Context: an optimization exercise on an open-source flow, tuned for small area. The choices shown serve that exercise and are no tape-out recipe.
At most, simulation tests tie the RTL to the original design; equivalence was not proved.
No driver is modelled on the clock port, so clocking that relies on it looks cheaper here than on a real chip.
No activity file was given, so power comes from the tool's default toggle rates.

==> flow/design.v (excerpt) <==
module all_modules
  (
  input TMBsig,
  input DTMBsig,
  input LAYERsig,
  input DTWHOLEsig,
  input RESET_INsig,
  input SIGM_INsig,
  input ID_INsig,
  input [1:0] XBAR_ADDRsig,
  input [5:0] AXsig,
  input [5:0] AYsig,
  input CEBsig,
  input RSTBsig,
  input WEBsig,
  input CMEBsig,
  input DINsig,
  input [63:0] CM_WLsig,
  input CD_TRANSsig,
  input [1:0] KERNEL_MODEsig,
  input [1:0] inputsig_control,
  input [11:0] inputsig_address,
  input [7:0] inputsig_id,
  input [63:0] inputsig_data_c,
  input [1:0] inputsig_xbar_address,
  input inputsig_data_w,
  input inputsig_flag,
  input [3:0] inputsig_sigmoid_threshold,
  input [1:0] inputsig_kernel_mode, 
  input inputsig_CD_trans,
  input CLK,
  input RESET,
  input [11:0] xb0_DO_CM, xb1_DO_CM, xb2_DO_CM, xb3_DO_CM,
  input xb0_DO_R, xb1_DO_R, xb2_DO_R, xb3_DO_R,
  output xb0_DIN, xb1_DIN, xb2_DIN, xb3_DIN,
  output [5:0] xb0_AX, xb1_AX, xb2_AX, xb3_AX,
  output [5:0] xb0_AY, xb1_AY, xb2_AY, xb3_AY,
  output xb0_WEB, xb1_WEB, xb2_WEB, xb3_WEB,
  output xb0_CMEB, xb1_CMEB, xb2_CMEB, xb3_CMEB,
  output [63:0] xb0_WL_CM, xb1_WL_CM, xb2_WL_CM, xb3_WL_CM,
  output xb0_CEB, xb1_CEB, xb2_CEB, xb3_CEB,
  output xb0_RSTB, xb1_RSTB, xb2_RSTB, xb3_RSTB,
  output reg [11:0] DO_CMpo,
  output reg DO_Rpo,
  output [7:0] output_id_2,
  output [63:0] output_data_c_2,
  output [1:0] output_control_2,
  output [11:0] output_address_2,
  output [1:0] output_xbar_address_2,
  output output_data_w_2,
  output output_data_r_2,
  output output_flag_2, 
  output [3:0] output_sigmoid_threshold_2
);
For scale: roughly 4400 cells after synthesis, roughly 1500 flip-flops, ~680 I/O pins, about 56000 um^2 of cells after synthesis.
Settings: LEC_CHECK=0, CAP_MARGIN=20, CORE_MARGIN=2, CORE_UTILIZATION=65, CTS_CLUSTER_DIAMETER=45, CTS_CLUSTER_SIZE=36, PLACE_DENSITY=0.75, SLEW_MARGIN=20; clock period 10.0 ns.
standard.sh (not shown) runs the stock make flow with config.mk's settings and CLKGATE_MAP_FILE= SYNTH_SCRIPT=/design/flow/synth_recipe.tcl, a recipe that flattens the netlist after the stock synthesis.
==> flow/flow/run.sh <==
#!/bin/bash
# Layout flow: the standard flow (standard.sh), with two changes:
#  - the clock inverter that synthesis puts in front of the (falling-edge) registers is not
#    cloned next to every register; CTS buffers the inverted clock net instead
#  - ports are buffered with sky130_fd_sc_hd__buf_1
set -euo pipefail
HERE=$(pwd)
export PRE_CTS_TCL="$HERE/flow/pre_cts.tcl"
export BUFFER_PORTS_ARGS="${BUFFER_PORTS_ARGS_OVERRIDE:--buffer_cell sky130_fd_sc_hd__buf_1}"
bash standard.sh > "$HERE/standard_flow.log" 2>&1
==> flow/flow/pre_cts.tcl <==
# Keep the single clock inverter: CTS then builds the tree on the inverted clock net.
proc repair_clock_inverters {args} {
  puts "repair_clock_inverters: skipped by the version's flow"
}
Change:
--- a/flow/flow/run.sh
+++ b/flow/flow/run.sh
@@ -9,2 +9,3 @@
 export BUFFER_PORTS_ARGS="${BUFFER_PORTS_ARGS_OVERRIDE:--buffer_cell sky130_fd_sc_hd__buf_1}"
+export CTS_ARGS="-sink_clustering_enable -repair_clock_nets -sink_clustering_size 10 -sink_clustering_max_diameter 40 -buf_list sky130_fd_sc_hd__clkbuf_4 -dont_use_dummy_load"
 bash standard.sh > "$HERE/standard_flow.log" 2>&1
--- a/flow/config.mk
+++ b/flow/config.mk
@@ -10,4 +10,2 @@
 export CORE_UTILIZATION = 65
-export CTS_CLUSTER_DIAMETER = 45
-export CTS_CLUSTER_SIZE = 36
 export PLACE_DENSITY = 0.75
Outcome: With this change the flow finished but failed the layout checks on negative setup slack; wire length decreases by 2.0%; worst setup slack gets worse by 240 ps; cell count decreases by 1.0%; power decreases by 20%; die area stays the same; combinational power stays flat; first-iteration DRC count decreases by about 4%.
Change:
--- a/flow/flow/run.sh
+++ b/flow/flow/run.sh
@@ -9,3 +9,3 @@
 export BUFFER_PORTS_ARGS="${BUFFER_PORTS_ARGS_OVERRIDE:--buffer_cell sky130_fd_sc_hd__buf_1}"
-export CTS_ARGS="-sink_clustering_enable -repair_clock_nets -sink_clustering_size 10 -sink_clustering_max_diameter 40 -buf_list sky130_fd_sc_hd__clkbuf_4 -dont_use_dummy_load"
+export CTS_ARGS="-sink_clustering_enable -repair_clock_nets -sink_clustering_size 18 -sink_clustering_max_diameter 50 -buf_list sky130_fd_sc_hd__clkbuf_8 -dont_use_dummy_load"
 bash standard.sh > "$HERE/standard_flow.log" 2>&1
With this change the flow ran to the end with no violations.
Area after synthesis does not change.
Global-route usage went down by 0.35 points.
Worst setup slack gets better by 250 ps.
Total power is higher by about 1.7%.
Clock power goes up by about 7%.
Routed wire length drops by about 0.6%.
Non-clock buffer count goes down by 4.
Die area stays the same.
Cell area barely changes.
Sequential share of layout area came out lower by 0.17 points.
Sequential power is about the same.

* * *

== P ==
Another version of the RTL of all_modules (not shown whole).
For scale: roughly 680 I/O pins, ~51000 um^2 of cells after synthesis.
==> flow/config.mk <==
export PLATFORM = sky130hd
export DESIGN_NAME = all_modules
export DESIGN_NICKNAME = all_modules
export VERILOG_FILES = /design/flow/design.v
export SDC_FILE = /design/flow/constraint.sdc
export NUM_CORES = 4
export LEC_CHECK = 0
export CAP_MARGIN = 20
export CORE_MARGIN = 2
export CORE_UTILIZATION = 58
export PLACE_DENSITY = 0.7
export SLEW_MARGIN = 20
==> flow/constraint.sdc <==
create_clock -name core_clock -period 10.0 [get_ports {CLK}]
set_input_delay 2.0000 -clock core_clock [delete_from_list [all_inputs] [get_ports {CLK}]]
set_output_delay 2.0000 -clock core_clock [all_outputs]
set_load 0.01 [all_outputs]
==> flow/flow/run.sh <==
#!/bin/bash
# Layout flow: the standard flow (standard.sh), with two changes:
#  - the clock inverter that synthesis puts in front of the (falling-edge) registers is not
#    cloned next to every register; CTS buffers the inverted clock net instead
#  - ports are buffered with sky130_fd_sc_hd__buf_1
set -euo pipefail
HERE=$(pwd)
export PRE_CTS_TCL="$HERE/flow/pre_cts.tcl"
export BUFFER_PORTS_ARGS="${BUFFER_PORTS_ARGS_OVERRIDE:--buffer_cell sky130_fd_sc_hd__buf_1}"
export CTS_ARGS="-sink_clustering_enable -repair_clock_nets -sink_clustering_size 18 -sink_clustering_max_diameter 50 -buf_list sky130_fd_sc_hd__clkbuf_8 -dont_use_dummy_load"
bash standard.sh > "$HERE/standard_flow.log" 2>&1
Scripts as last shown in full above: flow/flow/pre_cts.tcl
Here is what was changed in the inputs of Q compared with P.
- swapping 58 for 65 in CORE_UTILIZATION
- swapping 0.7 for 0.75 in PLACE_DENSITY
==> comparison <==
Q completed every stage of the flow, and the final layout passed the timing, design-rule and antenna checks. Looking at final-layout fill cell count, Q sits below P. Diff P and Q: tapcell count higher in P. Diff P -> Q | design internal power | down slightly. In Q, via density per instance is higher than in P.
> inputs changed (Q -> R)
- a change of PLACE_DENSITY from 0.75 to 0.78
- a change of CORE_UTILIZATION from 65 to 68
diff --git a/flow/flow/run.sh b/flow/flow/run.sh
--- a/flow/flow/run.sh
+++ b/flow/flow/run.sh
@@ -9,3 +9,3 @@
 export BUFFER_PORTS_ARGS="${BUFFER_PORTS_ARGS_OVERRIDE:--buffer_cell sky130_fd_sc_hd__buf_1}"
-export CTS_ARGS="-sink_clustering_enable -repair_clock_nets -sink_clustering_size 18 -sink_clustering_max_diameter 50 -buf_list sky130_fd_sc_hd__clkbuf_8 -dont_use_dummy_load"
+export CTS_ARGS="-sink_clustering_enable -repair_clock_nets -sink_clustering_size 18 -sink_clustering_max_diameter 56 -buf_list sky130_fd_sc_hd__clkbuf_8 -dont_use_dummy_load"
 bash standard.sh > "$HERE/standard_flow.log" 2>&1
==> comparison <==
Multi-input combinational cell area: Q vs R — no meaningful difference. R did not stop at any stage, and its layout met the timing, design-rule and antenna checks. Logic gate share of total power, R and Q: smaller value in Q. On total sequential power, R and Q are neck and neck. R leaves more setup margin than Q.
Inputs modified between R and S:
- changing CORE_UTILIZATION from 68 to 65
- changing PLACE_DENSITY from 0.78 to 0.75
--- outcome ---
- Comparing R with S, the final standard cell area without fillers came out essentially unchanged.
- S vs. R: routed length on met2 lost 1.5%; power in the clock group now sits at about the same level.

* * *

north:
Another version of the RTL of all_modules (not shown whole).
For scale: roughly 5,800 cells after synthesis, about 59,000 µm² of cells after synthesis.
export LEC_CHECK = 0
export CAP_MARGIN = 20
export CORE_MARGIN = 2
export CORE_UTILIZATION = 40
export SLEW_MARGIN = 20
create_clock -name core_clock -period 10.0 [get_ports {CLK}]
run.sh (not shown) runs the stock make flow with config.mk's settings and CLKGATE_MAP_FILE= SYNTH_SCRIPT=/design/flow/synth_recipe.tcl, a recipe that flattens the netlist after the stock synthesis.
Stock flow here: none of the scripts above is used.
north: no failed stages, no open violations at the end
Input-level comparison between south and north:
Settings: CTS_BUF_LIST now sky130_fd_sc_hd__clkbuf_4 sky130_fd_sc_hd__clkbuf_8, previously not set.
==> run notes <==
- Per the final summary, south finished and its layout is clean on timing, DRC and antenna.
- Looking at worst clock skew across north and south, the one that comes out lower is north.
- | final core utilization | south vs north | ≈ equal |
- The count of clock-buffer cells in the layout of south exceeds that of north by 74%.
- In south relative to north, number of global-route vias before repair had gone up by a few percent.
- Relative to north, fill cell total of the finished layout has increased by 0.36% in south.
- Higher portion of the layout cell area used by clock cells among north and south: north

* * *

all_modules, a different RTL version from the one above (not shown whole).
Size: ~5800 cells after synthesis, roughly 1600 flip-flops, ~680 I/O pins, roughly 0.059 mm^2 of cells after synthesis.
Settings: LEC_CHECK=0, CAP_MARGIN=20, CORE_MARGIN=2, CORE_UTILIZATION=40, CTS_CLUSTER_DIAMETER=80, CTS_CLUSTER_SIZE=30, SLEW_MARGIN=20; clock period 10.0 ns.
The starting point passed the timing, design-rule and antenna checks.
==> next run, changes <==
==> flow/flow/run.sh (new file) <==
#!/bin/bash
# Layout flow: the standard flow (standard.sh), with two changes:
#  - the clock inverter that synthesis puts in front of the (falling-edge) registers is not
#    cloned next to every register; CTS buffers the inverted clock net instead
#  - ports are buffered with sky130_fd_sc_hd__buf_1
set -euo pipefail
HERE=$(pwd)
export PRE_CTS_TCL="$HERE/flow/pre_cts.tcl"
export BUFFER_PORTS_ARGS="${BUFFER_PORTS_ARGS_OVERRIDE:--buffer_cell sky130_fd_sc_hd__buf_1}"
bash standard.sh > "$HERE/standard_flow.log" 2>&1
==> flow/flow/pre_cts.tcl (new file) <==
# Keep the single clock inverter: CTS then builds the tree on the inverted clock net.
proc repair_clock_inverters {args} {
  puts "repair_clock_inverters: skipped by the version's flow"
}
==> flow/standard.sh (new file) <==
#!/bin/bash
# synth_recipe.tcl (not shown) runs the flow's synth.tcl, then flattens the netlist and writes it again
# the make line also repeats each setting of config.mk as NAME=value (left out here)
make -C /OpenROAD-flow-scripts/flow DESIGN_CONFIG=/design/flow/config.mk WORK_HOME=/design/flow/orfs CLKGATE_MAP_FILE= SYNTH_SCRIPT=/design/flow/synth_recipe.tcl "${@:-finish}"
CTS_CLUSTER_DIAMETER = default   (was 80)
CTS_CLUSTER_SIZE = default   (was 30)
removed: flow/run.sh
Effect: Power is lower by 2.2%. Global-route usage is lower by 1.4 points. Sequential cell count stays the same. Clock power is lower by about 2%. Register-to-register slack is worse by 490 ps. Sequential share of layout area is higher by 4.7 points. Worst setup slack is better by 27 ps. Via count is lower by 11%. Cell count is lower by 14%. Sequential power barely changes. Synthesized area is unchanged.
No functional check of the RTL was part of any run of this note.

* * *

run B:
Another version of the RTL of all_modules (not shown whole).
Size: about 5800 cells after synthesis, roughly 680 I/O pins, roughly 58000 sq um of cells after synthesis.
clock: 10.0 ns
lec_check: 0
cap_margin: 20
core_margin: 2
core_utilization: 65
cts_cluster_diameter: 80
cts_cluster_size: 30
place_density: 0.75
slew_margin: 20
standard.sh (not shown) runs the stock make flow with config.mk's settings and CLKGATE_MAP_FILE= SYNTH_SCRIPT=/design/flow/synth_recipe.tcl, a recipe that flattens the netlist after the stock synthesis.
==> flow/flow/run.sh <==
#!/bin/bash
# Layout flow: the standard flow (standard.sh), with two changes:
#  - the clock inverter that synthesis puts in front of the (falling-edge) registers is not
#    cloned next to every register; CTS buffers the inverted clock net instead
#  - ports are buffered with sky130_fd_sc_hd__buf_1
set -euo pipefail
HERE=$(pwd)
export PRE_CTS_TCL="$HERE/flow/pre_cts.tcl"
export BUFFER_PORTS_ARGS="${BUFFER_PORTS_ARGS_OVERRIDE:--buffer_cell sky130_fd_sc_hd__buf_1}"
bash standard.sh > "$HERE/standard_flow.log" 2>&1
==> flow/flow/pre_cts.tcl <==
# Keep the single clock inverter: CTS then builds the tree on the inverted clock net.
proc repair_clock_inverters {args} {
  puts "repair_clock_inverters: skipped by the version's flow"
}
Modified inputs, run C compared to run B
Settings: clearing PLACE_DENSITY, which used to be 0.75; swapping 65 for 40 in CORE_UTILIZATION.
--- outcome ---
Run C: no failed stages, no open violations at the end
[compare] base=run B new=run C: die area grew by about 60%; final instance area grew by 3.4%.
Per the comparison of run C with run B, via count of the first global-routing pass went down by 2.7%, combinational share of power shrank by 0.6 points, number of violations reported at the end of detailed-routing iteration 0 now smaller.
Per the comparison of run C with run B, post-detailed-route via-to-cell ratio has decreased, worst setup slack after layout has increased, amount of wire on met3 after detailed routing has decreased.

* * *

all_modules, a different RTL version from the one above (not shown whole).
For scale: roughly 4200 cells after synthesis, ~1500 flip-flops, ~55000 um2 of cells after synthesis.
==> flow/config.mk <==
export PLATFORM = sky130hd
export DESIGN_NAME = all_modules
export DESIGN_NICKNAME = all_modules
export VERILOG_FILES = /design/flow/design.v
export SDC_FILE = /design/flow/constraint.sdc
export NUM_CORES = 4
export LEC_CHECK = 0
export CAP_MARGIN = 20
export CORE_MARGIN = 2
export CORE_UTILIZATION = 65
export PLACE_DENSITY = 0.75
export SLEW_MARGIN = 20
==> flow/constraint.sdc <==
create_clock -name core_clock -period 10.0 [get_ports {CLK}]
set_input_delay 2.0000 -clock core_clock [delete_from_list [all_inputs] [get_ports {CLK}]]
set_output_delay 2.0000 -clock core_clock [all_outputs]
set_load 0.01 [all_outputs]
==> flow/flow/run.sh <==
#!/bin/bash
# Layout flow: the standard flow (standard.sh), with two changes:
#  - the clock inverter that synthesis puts in front of the (falling-edge) registers is not
#    cloned next to every register; CTS buffers the inverted clock net instead
#  - ports are buffered with sky130_fd_sc_hd__buf_1
set -euo pipefail
HERE=$(pwd)
export PRE_CTS_TCL="$HERE/flow/pre_cts.tcl"
export BUFFER_PORTS_ARGS="${BUFFER_PORTS_ARGS_OVERRIDE:--buffer_cell sky130_fd_sc_hd__buf_1}"
export CTS_ARGS="-sink_clustering_enable -repair_clock_nets -sink_clustering_size 18 -sink_clustering_max_diameter 50 -buf_list sky130_fd_sc_hd__clkbuf_8 -dont_use_dummy_load"
bash standard.sh > "$HERE/standard_flow.log" 2>&1
==> flow/flow/pre_cts.tcl <==
# Keep the single clock inverter: CTS then builds the tree on the inverted clock net.
proc repair_clock_inverters {args} {
  puts "repair_clock_inverters: skipped by the version's flow"
}
# The clock port drives only that inverter; size it to drive the clock tree's root buffer.
foreach pin [get_pins -of_objects [get_nets CLK]] {
  set inst [get_cells -of_objects $pin]
  set ref [get_property $inst ref_name]
  if { [string match "sky130_fd_sc_hd__inv_*" $ref] || [string match "sky130_fd_sc_hd__clkinv_*" $ref] } {
    puts "clock inverter [get_full_name $inst] ($ref) -> sky130_fd_sc_hd__clkinv_8"
    replace_cell $inst sky130_fd_sc_hd__clkinv_8
  }
}
The first run passed the timing, design-rule and antenna checks.
Edit:
==> flow/flow/pre_cts.tcl (replaced) <==
# Keep the single clock inverter: CTS then builds the tree on the inverted clock net.
proc repair_clock_inverters {args} {
  puts "repair_clock_inverters: skipped by the version's flow"
}
Settings changed: CAP_MARGIN 20 to 5, SLEW_MARGIN 20 to 5.
Outcome: Cell count is unchanged; design area stays flat; via count barely changes; count of clock-buffer cells in the layout stays the same; routed wire length barely changes; first-iteration DRC count goes down by 0.88%; hold slack is about the same; sequential share of layout area hardly moves; total power barely changes; global-route usage does not change.
Edit:
Settings changed: CAP_MARGIN 5 to 0, SLEW_MARGIN 5 to 0.
After rerunning:
- register-to-register slack barely changes
- non-clock buffer count does not change
- setup slack does not change
- cell area is unchanged
- global-route usage is unchanged
- wire length stays the same
- synthesized cell count does not change
